This design comes from an exercise in tuning for small area and a short achievable clock period on the open sky130 flow, not from production work.
Function was checked by simulation only, so behaviour that the tests miss may differ from the original.
Power figures rest on the tool's default switching activity, not on a simulated workload.

--- constraint.sdc ---
create_clock -name core_clock -period 110.0 [get_ports {clk}]
set_input_delay 22.0000 -clock core_clock [delete_from_list [all_inputs] [get_ports {clk}]]
set_output_delay 22.0000 -clock core_clock [all_outputs]
set_load 0.01 [all_outputs]
--- run.sh ---
#!/bin/bash
# synth_recipe.tcl (not shown) runs the flow's synth.tcl, then flattens the netlist and writes it again
# the make line also repeats each setting of config.mk as NAME=value (left out here)
make -C /OpenROAD-flow-scripts/flow DESIGN_CONFIG=/design/flow/config.mk WORK_HOME=/design/flow/orfs CLKGATE_MAP_FILE= SYNTH_SCRIPT=/design/flow/synth_recipe.tcl finish
--- config.mk ---
export PLATFORM = sky130hd
export DESIGN_NAME = self_purging_adder
export DESIGN_NICKNAME = self_purging_adder
export VERILOG_FILES = /design/flow/design.v
export SDC_FILE = /design/flow/constraint.sdc
export NUM_CORES = 4
export LEC_CHECK = 0
export CAP_MARGIN = 20
export CORE_MARGIN = 2
export CORE_UTILIZATION = 40
export SLEW_MARGIN = 20
--- design.v ---
`timescale 1ns / 1ps
module full_adder(
    in1, in2, cin, sum, cout);
    input in1, in2, cin;
    output sum, cout;
    wire xor_in1in2;
    wire and_in1in2;
    wire and_in1in2cin;
    xor g1 (xor_in1in2, in1, in2);    
    xor g2 (sum, xor_in1in2, cin);    
    and g3 (and_in1in2, in1, in2); 
    and g4 (and_in1in2cin,xor_in1in2, cin); 
    or  g5 (cout, and_in1in2, and_in1in2cin);
endmodule
`timescale 1ns / 1ps
module jk_ff(
    clk, J, K, Q);
    input clk, J, K;
    output Q;
    reg Q;
always @ (posedge(clk))
    begin
        case({J,K})
        2'b00: Q<=Q;
        2'b01: Q<=0;
        2'b10: Q<=1;
        2'b11: Q<=~Q;
        default : Q<=0;    
        endcase
    end
endmodule
`timescale 1ns / 1ps
module voter(
    in, out);
    parameter N=6;
    parameter THR=4;   
    input [N-1:0] in;
    output out;
    integer k;
    reg [7:0] cnt;
    always @(*) begin
        cnt = 0;
        for (k=0; k<N; k=k+1)
            cnt = cnt + in[k];
    end
    assign out =(cnt<THR)? 0:1;
endmodule
`timescale 1ns / 1ps
module self_purging_full_adder(
    clk, in1, in2, cin, J, sum, cout);
    parameter N=6;
    parameter THR=4;   
    input [N-1:0] in1, in2, cin;
    input J, clk;
    output sum, cout;
    wire [N-1:0] sum_, cout_;
    wire [N-1:0] sum__, cout__;
    wire [N-1:0] Q, K, Ec, Es;
    genvar i;
    generate
        for (i=0; i<N; i=i+1)  begin         
            full_adder fa(in1[i], in2[i], cin[i], sum_[i], cout_[i]);
            jk_ff jk_ff_m (clk, J, K[i], Q[i]);             
            and g1 (sum__[i] ,sum_[i], Q[i]);
            and g2 (cout__[i] ,cout_[i], Q[i]);
            xor g3 (Es[i], sum__[i], sum);
            xor g4 (Ec[i], cout__[i], cout);
            or  g5 (K[i], Ec[i], Es[i]);
            end
    endgenerate
    voter #(.N(N), .THR(THR)) voter_sum (sum__, sum);
    voter #(.N(N), .THR(THR)) voter_cout (cout__, cout);
endmodule
`timescale 1ns / 1ps
module self_purging_adder(
    clk, in1, in2, cin, J, sum, cout);
    parameter adder_width=32;
    parameter N=6;    
    parameter THR=4;   
    input [N*adder_width-1:0] in1; 
    input [N*adder_width-1:0] in2;     
    input [N-1:0] cin;
    input clk, J;
    output [adder_width-1:0] sum; 
    output cout;
    wire [adder_width:0] cout_; 
    assign cout_[0]=cin[0]; 
    genvar i, k;
    generate
        for (i=0; i<adder_width; i=i+1) begin : bit_
            wire [N-1:0] a, b, c;
            for (k=0; k<N; k=k+1) begin : mod_
                assign a[k] = in1[k*adder_width+i];
                assign b[k] = in2[k*adder_width+i];
            end
            if (i == 0) begin : c0
                assign c = cin;
            end else begin : cn
                assign c = {N{cout_[i]}};
            end
            self_purging_full_adder #(.N(N), .THR(THR)) fa(clk, a, b, c, J, sum[i], cout_[i+1]);
        end
    endgenerate
    assign cout=cout_[adder_width]; 
endmodule
==> summary.txt, run 1 <==
Run status
  – Outcome: no timing/DRC/antenna violations

Synth
  – Syn Area/Cell: 9.89 um2
  – Post-Syn Area: 0.0280 mm2
  – Asr flop ratio synth: 0
  – Sequential fraction of the synthesis area: 0.206
  – Number of flops mapped to enable cells by yosys: 192
  – Synth Instances: 2832
  – Syn. warnings: 2
  – Prevailing post-synth register cell: edfxtp_1
  – Syn Nets: 3608
  – Distinct cells, synth: 47
  – Post-synthesis register bit count: 192

Run
  – Max Cap Violations: 0

Global routing
  – Number of global-route vias before repair: 24300
  – First-pass GRT wire length: 122000 um
  – GRT overflow: 0
  – Initial antenna violation count: 27
  – Largest net degree at the start of global routing: 171
  – GRT Total Usage: 0.212

CTS
  – TritonCTS clock tree: done
  – Post-CTS Hold Buffers: 0
  – CTS Buf Count: 17
  – Clk buf depth: 2
  – Clock root buffer: clkbuf_16
  – Clk slew on worst S/H paths: 0.09 ns
  – CTS Sinks: 192
  – Clk Latency, worst-skew pair: 0.51 ns
  – H-tree levels: 4

Floorplanning
  – Core area: 0.0697 mm2
  – Die width: 269 um
  – Rows: 97
  – Initial core utilization: 0.402
  – Die area: 0.0722 mm2
  – Die height: 269 um
  – Num ports: 425

Timing
  – Hold Slack: 0.624 ns
  – Min setup slack post-route: 2.19 ns
  – Slew @ Worst Pin: 1.02 ns
  – Hold Violations, Final: 0
  – Final setup fails: 0
  – Worst Clk Skew: 0.0241 ns
  – Slew Viols, Final: 0
  – Tmin final: 107.81 ns
  – F_max: 9.28 MHz
  – Slew Limit Headroom: 0.323
  – Final Cycle Share: 0.980

Place
  – DP Wirelength: 61100 um
  – DP Worst Slack: -5.19 ns
  – IO buf count: 424
  – GP Congestion: 0.878
  – Placed cell count: 4414

Drt
  – Met2 wire length: 38400 um
  – DR WL/cell: 16.9 um
  – Vias per cell: 5.11
  – Routed via count: 23000
  – Wl on met1: 31900 um
  – Drt initial violations: 970
  – Drt first pass iters: 5
  – Wirelength, routed: 76100 um
  – Post-route ant nets: 0
  – Highest routed layer: met5
  – Met3 wire length: 3370 um
  – DRC: 0

Final layout
  – Area growth syn-to-layout: 33.3%
  – Max reg flops: 192
  – Layout cells sized above 1: 0.214
  – Final-layout fill cell count: 6188
  – Largest registers: bit_.fa.genblk1.jk_ff_m.Q x192
  – Final std cells w/o fill: 4511
  – Most flops, register: bit_.fa.genblk1.jk_ff_m.Q
  – Nets: 4322

Setup path
  – Critical Path Start Type: input pin
  – Critical path arrival: 85.81 ns
  – Cell family with most CP delay: adder cells
  – Critical Path Sink Type: output port
  – CP dominant cell by count: fa_2
  – CP Buf/Inv Count: 38
  – Critical path class: in -> out
  – Data required time at the worst endpoint: 88.00 ns
  – Slowest CP cell: fa_1
  – CP Max Fanout: 5
  – CP max stage delay: 0.56 ns

Power
  – Sequential group share of total power: 0.294
  – IR drop worst, VDD: 7.96 uV
  – Leakage: 14.9 nW
  – Design Power: 444 uW
  – Power Internal: 267 uW
  – Clk pwr share: 0.156
  – Sw Ratio: 0.398
  – Psw: 177 uW
  – Comb power frac: 0.550
  – Power per cell area: 11.9 mW/mm2

Min path
  – Hold Path Class: reg -> reg
routing by layer:
| metal | track usage | vias to the layer above |
|---|---|---|
| li1 | - | 11100 |
| met1 | 0.255 | 11300 |
| met2 | 0.373 | 391 |
| met3 | 0.0450 | 143 |
| met4 | 0.0773 | 32 |
| met5 | 0 | - |
worst reg2reg max path, delay by kind of cell (launching register included):
kind,cells,cell delay [ns]
fa+ha+maj,124,47.34
compound gates,32,6.24
simple gates,33,5.56
buf+inv,36,4.18
flops,1,0.44
xor+xnor,1,0.10
power groups by stage:
stage	Clock [mW]	Sequential [mW]	Combinational (mW)
6_report	0.0691	0.131	0.244
5_1_grt	0.0737	0.134	0.273
4_1_cts	0.0721	0.130	0.242
3_5_place_dp	0	0.131	0.232
3_3_place_gp	0	0.130	0.224
2_1_floorplan	0	0.125	0.168
cell usage in the layout, fill, tap and decap left out, types with 35 or more instances in the layout:
master | Yosys | final
ha_1 | 64 | 35
nand3_1 | 46 | 46
buf_4 | 59 | 430
inv_1 | 250 | 222
fa_2 | 0 | 100
nand2_1 | 343 | 342
nor2_1 | 35 | 35
nand3b_1 | 128 | 128
xnor2_1 | 455 | 455
clkdlybuf4s50_1 | 0 | 420
nor2b_1 | 82 | 60
or3_1 | 181 | 181
edfxtp_1 | 192 | 192
and2_1 | 151 | 128
fa_1 | 320 | 220
o2111a_1 | 141 | 141
a21oi_1 | 36 | 36
cell type report:
| cell class | instances | area, um2 | share of cell area |
|---|---|---|---|
| multi-input combinational | 2224 | 21300 | 0.571 |
| timing repair buffer | 856 | 7500 | 0.201 |
| sequential | 192 | 5770 | 0.154 |
| tap | 940 | 1180 | 0.0315 |
| inverter | 255 | 966 | 0.0259 |
| clock buffer | 17 | 425 | 0.0114 |
| clock inverter | 15 | 150 | 0.00402 |
| antenna | 12 | 30.0 | 0.000804 |
metrics by stage:
step / util / cell area [um2] / TNS (ns)
finish: 0.536 / 37300 / 0
global route: 0.536 / 37300 / -0.0665
CTS: 0.529 / 36800 / 0
detailed placement: 0.509 / 35400 / -14.32
global placement: 0.509 / 35400 / -8.95
floorplan: - / 28200 / -34.18
cell usage after synthesis, drive strengths merged, types with 32 or more instances:
cell type,number,share of area
a21oi,36,0.0064
a41oi,32,0.019
and2,151,0.034
buf,133,0.030
edfxtp,192,0.21
fa,320,0.23
ha,64,0.029
inv,253,0.034
nand2,343,0.046
nand3,46,0.0082
nand3b,128,0.034
nor2,35,0.0047
nor2b,82,0.018
o2111a,141,0.057
or3,181,0.040
xnor2,455,0.14
worst paths after layout:
path	slack (ns)	endpoint	start	depth (start not counted)
setup reg to reg	45.94	bit_[31].fa.genblk1[1].jk_ff_m.Q	bit_[0].fa.genblk1[3].jk_ff_m.Q	226
hold reg to reg	0.62	bit_[21].fa.genblk1[1].jk_ff_m.Q	bit_[21].fa.genblk1[1].jk_ff_m.Q	1
setup / recovery	2.19	cout	in1[96]	227
hold / removal	0.62	bit_[21].fa.genblk1[1].jk_ff_m.Q	bit_[21].fa.genblk1[1].jk_ff_m.Q	1
what timing repair did:
item | 4_1_cts | 5_1_grt
resized for setup | 148 | 82
endpoints found under the setup margin | 4 | 3
pin swaps | 74 | 82
buffers inserted | 37 | 16
cell families (layout without fill, tap and decap cells):
family	Yosys count	in the layout	share of synthesized area
flops	192	192	0.206
xor+xnor	460	460	0.144
buf+inv	416	1143	0.0685
other cells	0	12	0
fa+ha+maj	384	384	0.257
compound gates	353	353	0.125
simple gates	1027	1027	0.200
==> run 2, diff against run 1 <==
==> design.v (replaced) <==
module self_purging_adder(clk, in1, in2, cin, J, sum, cout);
    parameter W = 32;
    parameter N = 6;
    input clk, J;
    input [N*W-1:0] in1, in2;
    input [N-1:0] cin;
    output [W-1:0] sum;
    output cout;
    function th4;   
        input [5:0] v;
        reg s1, m1, s2, m2;
        begin
            s1 = v[0] ^ v[1] ^ v[2];
            m1 = (v[0] & v[1]) | (v[2] & (v[0] | v[1]));
            s2 = v[3] ^ v[4] ^ v[5];
            m2 = (v[3] & v[4]) | (v[5] & (v[3] | v[4]));
            th4 = (m1 & m2) | ((m1 | m2) & s1 & s2);
        end
    endfunction
    reg  [N*W-1:0] E;
    wire [W:0] C;
    wire [W-1:0] G, P;
    wire [N*W-1:0] M;
    genvar i, k;
    generate
        for (i = 0; i < W; i = i + 1) begin : bit_
            wire [N-1:0] a, b, e, c, s, co;
            for (k = 0; k < N; k = k + 1) begin : mod_
                assign a[k] = in1[k*W+i];
                assign b[k] = in2[k*W+i];
                assign e[k] = E[k*W+i];
                assign c[k] = (i == 0) ? cin[k] : C[i];
                assign s[k] = a[k] ^ b[k] ^ c[k];
                assign co[k] = (a[k] & b[k]) | (c[k] & (a[k] ^ b[k]));
                assign M[k*W+i] = (s[k] == sum[i]) & (co[k] == C[i+1]);
            end
            if (i == 0) begin : b0
                assign sum[i] = th4(e & s);
                assign C[i+1] = th4(e & co);
                assign G[i] = C[i+1];
                assign P[i] = C[i+1];
            end else begin : bn
                wire S0 = th4(e & (a ^ b));
                wire S1 = th4(e & ~(a ^ b));
                assign G[i] = th4(e & a & b);
                assign P[i] = th4(e & (a | b));
                assign C[i+1] = C[i] ? P[i] : G[i];
                assign sum[i] = C[i] ? S1 : S0;
            end
        end
    endgenerate
    assign C[0] = cin[0];
    assign cout = C[W];
    integer j;
    always @(posedge clk)
        for (j = 0; j < N*W; j = j + 1)
            E[j] <= E[j] ? M[j] : J;
endmodule
==> flow/run.sh (new file) <==
#!/bin/bash
# Standard ORFS layout (the standard.sh), with the port buffers that
# global placement inserts on every input and output made sky130 buf_1
# cells instead of the default choice.
set -euo pipefail
export BUFFER_PORTS_ARGS="-buffer_cell sky130_fd_sc_hd__buf_1"
bash standard.sh "$@" > standard_flow.log 2>&1
==> standard.sh (new file) <==
#!/bin/bash
# synth_recipe.tcl (not shown) runs the flow's synth.tcl, then flattens the netlist and writes it again
# the make line also repeats each setting of config.mk as NAME=value (left out here)
make -C /OpenROAD-flow-scripts/flow DESIGN_CONFIG=/design/flow/config.mk WORK_HOME=/design/flow/orfs CLKGATE_MAP_FILE= SYNTH_SCRIPT=/design/flow/synth_recipe.tcl "${@:-finish}"
removed: run.sh
==> summary.txt, run 2 <==
Run status
  – Outcome: no timing/DRC/antenna violations (unchanged)

Timing
  – Slew Viols, Final: 0 (unchanged)
  – Hold Violations, Final: 0 (unchanged)
  – Slew Limit Headroom: 0.289 (was 0.323)
  – Final setup fails: 0 (unchanged)
  – Tmin final: 52.44 ns (was 107.81 ns)
  – Min setup slack post-route: 57.56 ns (was 2.19 ns)
  – RSZ-0062 raised after global routing: no
  – Slew @ Worst Pin: 1.04 ns (was 1.02 ns)
  – Worst Clk Skew: 0.0273 ns (was 0.0241 ns)
  – Setup TNS: 0 ns (unchanged)
  – Hold Slack: 0.512 ns (was 0.624 ns)
  – F_max: 19.1 MHz (was 9.28 MHz)
  – Final Cycle Share: 0.477 (was 0.980)

Setup path
  – FF-to-FF End: E[191] (was bit_[31].fa.genblk1[1].jk_ff_m.Q)
  – Crit path cell chain: buf_1 -> fa_1 -> and2_1 -> fa_1 -> nor2b_1 -> maj3_2 -> mux2i_4 -> buf_4 -> nand4b_1 -> o2111a_1 -> and2_1 -> o211ai_1 -> and2_1 -> a211o_1 -> and2_4 -> a211oi_2 -> nor3_1 -> o21a_1 -> nor3_1 -> or3_1 -> nand4_1 -> mux2i_2 -> inv_1 -> buf_1
  – Reg2Reg Depth: 22 (was 226)
  – CP Capture Point: cout (unchanged)
  – Critical path class: in -> out (unchanged)
  – R2r setup slk: 101.49 ns (was 45.94 ns)
  – CP Max Fanout: 21 (was 5)
  – CP Buf/Inv Count: 4 (was 38)
  – Crit path depth: 24 (was 227)
  – Critical Path Source: in1[64] (was in1[96])
  – Reg-to-reg startpoint: E[64] (was bit_[0].fa.genblk1[3].jk_ff_m.Q)
  – Critical path arrival: 30.44 ns (was 85.81 ns)
  – Cell family with most CP delay: simple AND/OR/NAND/NOR gates (was adder cells)
  – Data required time at the worst endpoint: 88.00 ns (about the same)
  – CP max stage delay: 0.80 ns (was 0.56 ns)
  – Critical Path Sink Type: output port (unchanged)
  – CP dominant cell by count: and2_1 (was fa_2)
  – Slowest CP cell: nand4_1 (was fa_1)
  – Critical Path Start Type: input pin (unchanged)

Drt
  – Drt first pass iters: 5 (unchanged)
  – Drt initial violations: 996 (was 970)
  – DRC: 0 (unchanged)
  – Wirelength, routed: 74600 um (was 76100 um)
  – DR WL/cell: 15.5 um (was 16.9 um)
  – Routed via count: 23100 (was 23000)
  – Vias per cell: 4.79 (was 5.11)
  – Post-route ant nets: 0 (unchanged)

CTS
  – CTS Sinks: 192 (unchanged)
  – Post-CTS Hold Buffers: 0 (unchanged)
  – Clk slew on worst S/H paths: 0.08 ns (was 0.09 ns)
  – Post-CTS Resized: 0 (was 148)
  – Clk buf depth: 2 (unchanged)
  – CTS Buf Count: 17 (unchanged)
  – H-tree levels: 4 (unchanged)
  – Postcts setup bufs: 0 (was 37)
  – Clk Latency, worst-skew pair: 0.52 ns (was 0.51 ns)
  – TritonCTS clock tree: done (unchanged)
  – Clock root buffer: clkbuf_16 (unchanged)

Synth
  – Post-Syn Area: 0.0303 mm2 (was 0.0280 mm2)
  – Syn Nets: 4429 (was 3608)
  – Asr flop ratio synth: 0 (unchanged)
  – Count leader, synth: inv_1 (was xnor2_1)
  – Number of flops mapped to enable cells by yosys: 0 (was 192)
  – Prevailing post-synth register cell: dfxtp_1 (was edfxtp_1)
  – Dominant cell type by area after synthesis: fa_1 (unchanged)
  – Syn. warnings: 1 (was 2)
  – Distinct cells, synth: 59 (was 47)
  – Syn Area/Cell: 8.89 um2 (was 9.89 um2)
  – Sequential fraction of the synthesis area: 0.127 (was 0.206)
  – Synth top area cells: fa_1 29%, dfxtp_1 13%, ha_1 7.7% (was fa_1 23%, edfxtp_1 21%, xnor2_1 14%)
  – Commonest cells post-synth: 482 x inv_1, 444 x fa_1, 276 x nand3_1 (was 455 x xnor2_1, 343 x nand2_1, 320 x fa_1)
  – Top cell type's share of synthesized area: 0.294 (was 0.229)
  – Post-synthesis register bit count: 192 (unchanged)
  – Synth Instances: 3407 (was 2832)

Global routing
  – Largest net degree at the start of global routing: 82 (was 171)
  – Global Route met2 Usage: 0.336 (was 0.373)
  – Met3 Use GR: 0.0418 (was 0.0450)
  – Number of global-route vias before repair: 23900 (was 24300)
  – GRT Max-Usage Layer: met2 (unchanged)
  – GRT overflow: 0 (unchanged)
  – Initial antenna violation count: 23 (was 27)
  – GRT Total Usage: 0.198 (was 0.212)
  – Grt met1 use: 0.252 (was 0.255)
  – First-pass GRT wire length: 123000 um (was 122000 um)

Final layout
  – Core Util, Final: 0.451 (was 0.536)
  – Design Area, Final: 0.0337 mm2 (was 0.0373 mm2)
  – Nets: 4837 (was 4322)
  – Area of the multi-input gates: 0.0244 mm2 (was 0.0213 mm2)
  – Area growth syn-to-layout: 11.2% (was 33.3%)
  – Register Area: 0.00384 mm2 (was 0.00577 mm2)
  – Layout cells sized above 1: 0.0253 (was 0.214)
  – Most frequent cells in the layout: 481 x inv_1, 444 x fa_1, 424 x buf_1, 276 x nand3_1, 261 x nand2b_1 (was 455 x xnor2_1, 430 x buf_4, 420 x clkdlybuf4s50_1, 342 x nand2_1, 222 x inv_1)
  – Final-layout fill cell count: 7406 (was 6188)
  – Commonest non-fill, non-tap cell in the layout: inv_1 (was xnor2_1)
  – Most flops, register: E (was bit_.fa.genblk1.jk_ff_m.Q)
  – Largest registers: E x192 (was bit_.fa.genblk1.jk_ff_m.Q x192)
  – Max reg flops: 192 (unchanged)
  – Final std cells w/o fill: 4813 (was 4511)

Floorplanning
  – Die height: 279 um (was 269 um)
  – Core area: 0.0747 mm2 (was 0.0697 mm2)
  – Num ports: 425 (unchanged)
  – Initial core utilization: 0.405 (was 0.402)
  – Rows: 100 (was 97)
  – Die width: 279 um (was 269 um)
  – Die area: 0.0779 mm2 (was 0.0722 mm2)

Place
  – DP Worst Slack: 57.37 ns (was -5.19 ns)
  – DP Wirelength: 62600 um (was 61100 um)
  – GP Congestion: 0.856 (was 0.878)
  – IO buf count: 424 (unchanged)
  – Placed cell count: 4765 (was 4414)
  – DP Area: 0.0330 mm2 (was 0.0354 mm2)

Power
  – Clk pwr share: 0.173 (was 0.156)
  – Sw Ratio: 0.441 (was 0.398)
  – IR drop worst, VDD: 10.2 uV (was 7.96 uV)
  – Psw: 190 uW (was 177 uW)
  – Leakage: 14.7 nW (was 14.9 nW)
  – Sequential group share of total power: 0.292 (was 0.294)
  – Power Internal: 241 uW (was 267 uW)
  – Comb power frac: 0.535 (was 0.550)
  – Power per cell area: 12.8 mW/mm2 (was 11.9 mW/mm2)
  – Design Power: 432 uW (was 444 uW)

Min path
  – Hold Path Class: reg -> reg (unchanged)

Run
  – Max Cap Violations: 0 (unchanged)
==> run 2: changes by cell type after synthesis, sizes merged, moves of 140 or more <==
cell    delta
nand3    +230
nand2    -162
nor2b    +153
dfxtp    +192
xnor2    -317
o2111a   -140
inv      +229
xor2     +241
or3      -180
o21ai    +207
edfxtp   -192
nand2b   +251
==> run 2: kinds of logic after synthesis <==
family          share of synthesized area
simple gates                        0.223
buf+inv                            0.0683
fa+ha+maj                           0.391
compound gates                     0.0575
flops                               0.127
xor+xnor                            0.111
mux                                0.0216
==> run 2: per-layer routing <==
layer	part of all wire	vias up	wire [um]
met5	0.0012	-	92
met2	0.48	350	36000
li1	-	11600	-
met1	0.45	11000	33200
met3	0.049	76	3680
met4	0.021	14	1570
==> run 2: final cells by class <==
type / instances / area share
multi-input cells: 2680 / 0.724
flip-flops and latches: 192 / 0.114
inverters: 482 / 0.0539
repair buffers: 442 / 0.0513
well taps: 969 / 0.0360
clock buffers: 21 / 0.0137
clock inverters: 11 / 0.00532
diodes: 16 / 0.00119
==> run 2: worst min-delay path by stage <==
stage                 from      to  cells past startpoint
global route        E[128]  E[128]                      1
detailed placement  E[177]  E[177]                      1
finish              E[177]  E[177]                      1
global placement    E[177]  E[177]                      1
CTS                 E[177]  E[177]                      1
floorplan             E[0]    E[0]                      1
==> run 2: power by group through the flow <==
stage	Clock (mW)	Combinational, mW	Sequential, mW
6_report	0.0746	0.231	0.126
5_1_grt	0.0795	0.271	0.132
4_1_cts	0.0782	0.235	0.126
3_5_place_dp	0	0.232	0.127
3_3_place_gp	0	0.229	0.128
2_1_floorplan	0	0.176	0.117
==> run 3, diff against run 2 <==
==> run.sh (new file) <==
#!/bin/bash
# synth_recipe.tcl (not shown) runs the flow's synth.tcl, then flattens the netlist and writes it again
# the make line also repeats each setting of config.mk as NAME=value (left out here)
make -C /OpenROAD-flow-scripts/flow DESIGN_CONFIG=/design/flow/config.mk WORK_HOME=/design/flow/orfs CLKGATE_MAP_FILE= SYNTH_SCRIPT=/design/flow/synth_recipe.tcl finish
removed: flow/run.sh
removed: standard.sh
==> summary.txt, run 3 <==
Run status
  – Outcome: no timing/DRC/antenna violations (unchanged)

Synth
  – Syn Nets: 4429 (unchanged)
  – Synth top area cells: fa_1 29%, dfxtp_1 13%, ha_1 7.7% (unchanged)
  – Commonest cells post-synth: 482 x inv_1, 444 x fa_1, 276 x nand3_1 (unchanged)
  – Asr flop ratio synth: 0 (unchanged)
  – Syn. warnings: 1 (unchanged)
  – Dominant cell type by area after synthesis: fa_1 (unchanged)
  – Number of flops mapped to enable cells by yosys: 0 (unchanged)
  – Sequential fraction of the synthesis area: 0.127 (unchanged)
  – Count leader, synth: inv_1 (unchanged)
  – Synth Instances: 3407 (unchanged)
  – Post-Syn Area: 0.0303 mm2 (unchanged)
  – Syn Area/Cell: 8.89 um2 (unchanged)
  – Distinct cells, synth: 59 (unchanged)
  – Prevailing post-synth register cell: dfxtp_1 (unchanged)
  – Top cell type's share of synthesized area: 0.294 (unchanged)
  – Post-synthesis register bit count: 192 (unchanged)

Drt
  – DRC: 0 (unchanged)
  – Routed via count: 22800 (was 23100)
  – Drt initial violations: 882 (was 996)
  – Vias per cell: 4.75 (was 4.79)
  – Post-route ant nets: 0 (unchanged)
  – Drt first pass iters: 5 (unchanged)
  – DR WL/cell: 15.8 um (was 15.5 um)
  – Wirelength, routed: 75600 um (was 74600 um)

Setup path
  – Data required time at the worst endpoint: 88.00 ns (about the same)
  – CP Max Fanout: 20 (was 21)
  – Critical Path Start Type: input pin (unchanged)
  – Critical path class: in -> out (unchanged)
  – Critical Path Sink Type: output port (unchanged)
  – Critical path arrival: 31.07 ns (was 30.44 ns)

Power
  – Leakage: 15.8 nW (was 14.7 nW)
  – Psw: 191 uW (was 190 uW)
  – Comb power frac: 0.551 (was 0.535)
  – Clk pwr share: 0.163 (was 0.173)
  – IR drop worst, VDD: 9.70 uV (was 10.2 uV)
  – Sw Ratio: 0.433 (was 0.441)
  – Power per cell area: 12.1 mW/mm2 (was 12.8 mW/mm2)
  – Sequential group share of total power: 0.285 (was 0.292)
  – Power Internal: 249 uW (was 241 uW)

CTS
  – Post-CTS Hold Buffers: 0 (unchanged)
  – Post-CTS Resized: 0 (unchanged)
  – Clock root buffer: clkbuf_16 (unchanged)
  – TritonCTS clock tree: done (unchanged)
  – Postcts setup bufs: 0 (unchanged)
  – Clk buf depth: 2 (unchanged)
  – CTS Buf Count: 17 (unchanged)
  – CTS Sinks: 192 (unchanged)
  – Clk Latency, worst-skew pair: 0.49 ns (was 0.52 ns)
  – H-tree levels: 4 (unchanged)
  – Clk slew on worst S/H paths: 0.07 ns (was 0.08 ns)

Place
  – DP Worst Slack: 56.91 ns (was 57.37 ns)
  – DP Wirelength: 63800 um (was 62600 um)
  – GP Congestion: 0.845 (was 0.856)
  – Placed cell count: 4761 (was 4765)
  – IO buf count: 424 (unchanged)

Final layout
  – Commonest non-fill, non-tap cell in the layout: inv_1 (unchanged)
  – Area growth syn-to-layout: 19.6% (was 11.2%)
  – Most frequent cells in the layout: 481 x inv_1, 444 x fa_1, 424 x clkdlybuf4s50_1, 276 x nand3_1, 261 x nand2b_1 (was 481 x inv_1, 444 x fa_1, 424 x buf_1, 276 x nand3_1, 261 x nand2b_1)
  – Largest registers: E x192 (unchanged)
  – Nets: 4833 (was 4837)
  – Final std cells w/o fill: 4796 (was 4813)
  – Max reg flops: 192 (unchanged)
  – Most flops, register: E (unchanged)
  – Layout cells sized above 1: 0.0246 (was 0.0253)

Timing
  – RSZ-0062 raised after global routing: no (unchanged)
  – Min setup slack post-route: 56.93 ns (was 57.56 ns)
  – Final setup fails: 0 (unchanged)
  – Setup TNS: 0 ns (unchanged)
  – Worst Clk Skew: 0.0160 ns (was 0.0273 ns)
  – F_max: 18.8 MHz (was 19.1 MHz)
  – Slew Limit Headroom: 0.312 (was 0.289)
  – Hold Violations, Final: 0 (unchanged)
  – Final Cycle Share: 0.482 (was 0.477)
  – Hold Slack: 0.512 ns (about the same)
  – Slew Viols, Final: 0 (unchanged)
  – Tmin final: 53.07 ns (was 52.44 ns)
  – Slew @ Worst Pin: 1.03 ns (was 1.04 ns)

Floorplanning
  – Die height: 279 um (unchanged)
  – Num ports: 425 (unchanged)
  – Initial core utilization: 0.405 (unchanged)
  – Die width: 279 um (unchanged)
  – Rows: 100 (unchanged)
  – Core area: 0.0747 mm2 (unchanged)
  – Die area: 0.0779 mm2 (unchanged)

Global routing
  – Largest net degree at the start of global routing: 76 (was 82)
  – GRT overflow: 0 (unchanged)
  – Number of global-route vias before repair: 24000 (was 23900)
  – GRT Total Usage: 0.201 (was 0.198)
  – Initial antenna violation count: 14 (was 23)
  – First-pass GRT wire length: 125000 um (was 123000 um)

Min path
  – Hold Path Class: reg -> reg (unchanged)

Run
  – Max Cap Violations: 0 (unchanged)
-- run 3: metrics by stage --
stage          power [mW]   util  cell area [um2]
3_5_place_dp        0.372  0.477            35600
2_1_floorplan       0.292      -            30300
6_report            0.440  0.485            36200
4_1_cts             0.448  0.485            36200
5_1_grt             0.490  0.485            36200
3_3_place_gp        0.369  0.477            35600
-- run 3: layout make-up --
class / count / area (um2)
diodes: 3 / 7.51
clock buffers: 18 / 429
clock inverters: 14 / 180
fillers: 7228 / 38500
inverters: 482 / 1810
multi-input cells: 2680 / 24400
flip-flops and latches: 192 / 3840
well taps: 969 / 1210
repair buffers: 438 / 4350
-- run 3: per-layer routing --
metal / GRT usage / vias to the layer above / share of wire
li1: - / 11600 / -
met1: 0.257 / 10800 / 0.44
met2: 0.341 / 341 / 0.48
met3: 0.0429 / 88 / 0.050
met4: 0.0571 / 22 / 0.020
met5: 0 / - / 0.0019
-- run 3: path summary, 6_finish.rpt --
path              cells after the start      to  slack [ns]  startpoint
setup / recovery                     25    cout       56.93     in1[64]
hold / removal                        1  E[177]        0.51      E[177]
setup reg to reg                     23   E[86]      101.35       E[64]
hold reg to reg                       1  E[177]        0.51      E[177]
-- run 3: power groups by stage --
stage / Sequential, mW / Clock (mW) / Combinational [mW]
4_1_cts: 0.126 / 0.0749 / 0.247
6_report: 0.125 / 0.0719 / 0.243
3_5_place_dp: 0.127 / 0 / 0.244
2_1_floorplan: 0.117 / 0 / 0.176
3_3_place_gp: 0.127 / 0 / 0.242
5_1_grt: 0.132 / 0.0767 / 0.282
-- run 3: critical path: stages --
cell	delay [ns]
clkdlybuf4s50_1	0.43
fa_1	0.47
and2_1	0.20
fa_1	0.54
nor2b_1	0.15
maj3_2	0.52
mux2i_4	0.42
buf_4	0.35
nor4_1	0.12
a2111oi_2	0.48
and2_1	0.19
buf_4	0.27
o211ai_1	0.18
and2_1	0.42
o211ai_1	0.51
nand3_1	0.17
a21oi_1	0.55
nor3_1	0.18
o21a_1	0.22
nor3_1	0.35
or3_1	0.17
nand4_1	0.80
mux2i_2	0.78
inv_1	0.08
clkdlybuf4s50_1	0.49
-- run 3: kinds of logic (layout without fill, tap and decap cells) --
| logic type | after synthesis | after routing | share of synthesized area |
|---|---|---|---|
| AOI/OAI and AO/OA | 311 | 311 | 0.0575 |
| adders and majority gates | 693 | 693 | 0.391 |
| xor gates and xnor gates | 384 | 384 | 0.111 |
| other | 0 | 3 | 0 |
| muxes | 56 | 56 | 0.0216 |
| and+or+nand+nor | 1236 | 1236 | 0.223 |
| DFF | 192 | 192 | 0.127 |
| buffers and inverters | 535 | 952 | 0.0683 |

## re-timing with driven ports
No port has a modelled driver above. Below, the same layouts with a new extraction and two added sets of constraints. Step 1, drivers: a clkbuf_16 drives clk and a buf_2 each remaining input, both assumed. Step 2, shift: input delay + t, output delay - t, t = (earliest + latest rising clock arrival at the registers) / 2. This alone moves slack from input paths to output paths. Three values: ideal ports, drivers, drivers and shift; two values: the first two.
run	t, ns	slack for setup (ns)	worst setup path after step 2
run 1	0.557	2.187 / 2.163 / 2.163	input to output
run 2	0.579	57.560 / 57.541 / 57.541	input to output
run 3	0.549	56.930 / 56.907 / 56.907	input to output
After both steps setup and hold are still met in every run listed. The setup slack of run 1, which loses most, moves by -0.024 ns with the drivers and by -0.024 ns with both steps.
